Context: an optimization exercise on an open-source flow, tuned for small area, a short achievable clock period and few clock cycles per item. The choices shown serve that exercise and are no tape-out recipe.
In this exercise RTL edits were held to simulation tests only and were not proved equivalent to the original.
No activity file was given, so power comes from the tool's default toggle rates.

Setup of run 1:
## MGT_01_mul_unit
module MGT_01_mul_unit
(  
  input  logic signed [31:0]       multiplier_i, multiplicand_i,
  input  logic                     clk_i, clk_en_i,                
  input  logic                     rst_n_i,                        
  input  logic [1:0]               operation_i,
  output logic signed [31:0]       result_o,
  output logic                     valid_o
);
For scale: about 1,200 cells after synthesis, roughly 100 I/O pins, roughly 15,000 um2 of cells after synthesis.
export LEC_CHECK = 0
export CAP_MARGIN = 20
export CORE_MARGIN = 2
export CORE_UTILIZATION = 55
export CTS_BUF_LIST = sky130_fd_sc_hd__clkbuf_8 sky130_fd_sc_hd__clkbuf_16
export PLACE_DENSITY = 0.65
export SLEW_MARGIN = 20
export SYNTH_HIERARCHICAL = 1
export SYNTH_MINIMUM_KEEP_SIZE = 0
create_clock -name core_clock -period 10.0 [get_ports {clk_i}]
standard.sh (not shown) runs the stock make flow with config.mk's settings and CLKGATE_MAP_FILE= SYNTH_SCRIPT=/design/flow/synth_recipe.tcl, a recipe that flattens the netlist after the stock synthesis.
==> flow/flow/run.sh <==
#!/bin/bash
# Layout flow: the standard ORFS flow (standard.sh), with
#  - buf_1 cells as the port buffers (buffer_ports' default pick is a slow
#    delay cell); every input and output port still gets its own buffer
#  - the Booth rows' a22oi_2 gates from synthesis sized down to a22oi_1
#    (same function and pins); timing repair sizes up what it needs
#  - timing repair aiming at a setup margin below the clock period
# Each tool's output goes to synth.log and standard.log.
set -e
export BUFFER_PORTS_ARGS="-buffer_cell sky130_fd_sc_hd__buf_1"
export SETUP_SLACK_MARGIN=${MARGIN:-6.75}
RES=orfs/results/sky130hd/MGT_01_mul_unit/base
bash standard.sh $PWD/$RES/1_2_yosys.v > synth.log 2>&1
sed -i 's/sky130_fd_sc_hd__a22oi_2 /sky130_fd_sc_hd__a22oi_1 /' $RES/1_2_yosys.v
bash standard.sh > standard.log 2>&1
Looking at the reports, run 1 completed the entire flow and the layout it produced met the timing, design-rule and antenna checks.
Testbench counts of run 1, summed over its fixed seeds: cycles 19,200, items 3,200.
Input-level comparison between run 2 and run 1:
--- a/flow/config.mk
+++ b/flow/config.mk
@@ -8,7 +8,6 @@
 export CAP_MARGIN = 20
 export CORE_MARGIN = 2
-export CORE_UTILIZATION = 55
-export CTS_BUF_LIST = sky130_fd_sc_hd__clkbuf_8 sky130_fd_sc_hd__clkbuf_16
-export PLACE_DENSITY = 0.65
+export CORE_UTILIZATION = 70
+export PLACE_DENSITY = 0.8
 export SLEW_MARGIN = 20
 export SYNTH_HIERARCHICAL = 1
[summary]
Run 2 closes out successfully: all stages finished, all timing, DRC and antenna checks passed. Against run 1 as the reference, run 2 delivers a lower core area. Run 2 leaves less setup margin than run 1. Of run 2 and run 1, run 2 shows the higher met2 track demand over resource in global routing, with run 1 below it. Run 2 vs run 1 — cell leakage power dropped about 0.7%. Re pin count of the biggest net entering global routing: run 1 was lower than run 2.
## Diff of input files: run 3 against run 2
--- a/flow/config.mk
+++ b/flow/config.mk
@@ -8,6 +8,6 @@
 export CAP_MARGIN = 20
 export CORE_MARGIN = 2
-export CORE_UTILIZATION = 70
-export PLACE_DENSITY = 0.8
+export CORE_UTILIZATION = 55
+export PLACE_DENSITY = 0.65
 export SLEW_MARGIN = 20
 export SYNTH_HIERARCHICAL = 1
Findings:
Compared with run 2, run 3 shows a detailed-route wire length that is about 1.7% higher.
Non-clock buffer count (run 3 vs. run 2) increases by a few percent
Run 3 -> run 2: sequential power flat
Sort run 3 and run 2 by leakage power total, descending, and run 3 comes first.
#### Input delta (run 4 over run 3)
--- a/flow/flow/run.sh
+++ b/flow/flow/run.sh
@@ -9,5 +9,5 @@
 set -e
 export BUFFER_PORTS_ARGS="-buffer_cell sky130_fd_sc_hd__buf_1"
-export SETUP_SLACK_MARGIN=${MARGIN:-6.75}
+export SETUP_SLACK_MARGIN=${MARGIN:-6.5}
 RES=orfs/results/sky130hd/MGT_01_mul_unit/base
 bash standard.sh $PWD/$RES/1_2_yosys.v > synth.log 2>&1
--- a/flow/config.mk
+++ b/flow/config.mk
@@ -9,4 +9,5 @@
 export CORE_MARGIN = 2
 export CORE_UTILIZATION = 55
+export CTS_BUF_LIST = sky130_fd_sc_hd__clkbuf_8
 export PLACE_DENSITY = 0.65
 export SLEW_MARGIN = 20
[summary]
Number of failing setup endpoints in the final timing report essentially unchanged between run 3 and run 4.
Per the comparison of run 4 with run 3, fraction of area in clock buffers and inverters went down by 1.2 points; cell-internal power down about 7%; via count of the first global-routing pass decreased 0.98%; final cell count saw little to no change.
Compared with run 3, in run 4 routability congestion estimate from global placement now sits higher; clock power now smaller; share of the core filled with cells in the final layout lower.
#### Input delta (run 5 over run 4)
--- a/flow/config.mk
+++ b/flow/config.mk
@@ -9,5 +9,4 @@
 export CORE_MARGIN = 2
 export CORE_UTILIZATION = 55
-export CTS_BUF_LIST = sky130_fd_sc_hd__clkbuf_8
 export PLACE_DENSITY = 0.65
 export SLEW_MARGIN = 20
[summary]
Share of the cycle needed by the critical path after routing: run 5 vs run 4 — no meaningful difference. Re post-route cell area: run 4 was lower than run 5. The run with more routed wire is run 5, not run 4. Diff run 5..run 4 | final hold violation count | unchanged. Compared with run 4, run 5 shows a lower shortest period the worst path allows. met1 routed wirelength after detailed routing across run 5 and run 4: no real change.
> inputs changed (run 5 -> run 6)
--- a/flow/flow/run.sh
+++ b/flow/flow/run.sh
@@ -9,5 +9,5 @@
 set -e
 export BUFFER_PORTS_ARGS="-buffer_cell sky130_fd_sc_hd__buf_1"
-export SETUP_SLACK_MARGIN=${MARGIN:-6.5}
+export SETUP_SLACK_MARGIN=${MARGIN:-6.75}
 RES=orfs/results/sky130hd/MGT_01_mul_unit/base
 bash standard.sh $PWD/$RES/1_2_yosys.v > synth.log 2>&1
--- a/flow/config.mk
+++ b/flow/config.mk
@@ -6,4 +6,5 @@
 export NUM_CORES = 4
 export LEC_CHECK = 0
+export ABC_CLOCK_PERIOD_IN_PS = 3000
 export CAP_MARGIN = 20
 export CORE_MARGIN = 2
--- outcome ---
Comparing global routing met1 resource utilization for run 6 and run 5, the smaller number came from run 6.
clk_en_i as the worst setup path startpoint was reported by run 5, and one_q[3]$_DFFE_PP_ by run 6.
Summary of run 6 over run 5: via count went up 0.67%, count of plain and timing-repair buffers in the layout climbed about 3%, total area of sequential cells has increased, layout inverter count without the clock tree saw little to no change.
Run 6 ended up with c_q[21]$_DFFE_PP_ as its capture point of the critical path; run 5 ended up with cl_q$_SDFFCE_PN0P_.
From run 5 to run 6, cell depth of the worst flop-to-flop path did not move at all.
Average routed wire per standard cell across run 6 and run 5: no real change.

-- what the ideal ports hide --
How much do the figures lean on ideal ports? The routed layouts below were timed once more, with nothing changed but the port constraints.
Step 1 sets driving cells, clkbuf_16 on the clock port and buf_2 on the other inputs (assumed; they add their load-dependent delay and slew).
Step 2, shift: input delay + t, output delay - t, t = (earliest + latest rising clock arrival at the registers) / 2. This alone moves slack from input paths to output paths.
Three values: ideal, step 1, step 2; two values: the first two.
| run | t (ns) | slack for setup (ns) | worst hold slack (ns) | worst setup path at the end | latest minus earliest clock arrival (ns) |
|---|---|---|---|---|---|
| run 1 | 0.482 | 6.792 / 6.792 / 6.403 | 0.660 / 0.660 / 0.660 | input to register | 0.015 / 0.014 |
| run 2 | 0.488 | 6.717 / 6.717 / 6.369 | 0.619 / 0.619 / 0.619 | input to register | 0.011 / 0.012 |
| run 3 | 0.482 | 6.792 / 6.792 / 6.403 | 0.660 / 0.660 / 0.660 | input to register | 0.015 / 0.014 |
| run 4 | 0.532 | 6.589 / 6.613 / 6.082 | 0.632 / 0.632 / 0.632 | input to register | 0.028 / 0.029 |
| run 5 | 0.494 | 6.594 / 6.596 / 6.130 | 0.627 / 0.627 / 0.627 | input to register | 0.016 / 0.015 |
| run 6 | 0.482 | 6.792 / 6.792 / 6.403 | 0.660 / 0.660 / 0.660 | input to register | 0.015 / 0.014 |
After both steps every run listed still meets setup and hold. For run 4, which loses most, drivers alone change the setup slack by +0.024 ns; drivers and shift together by -0.507 ns.
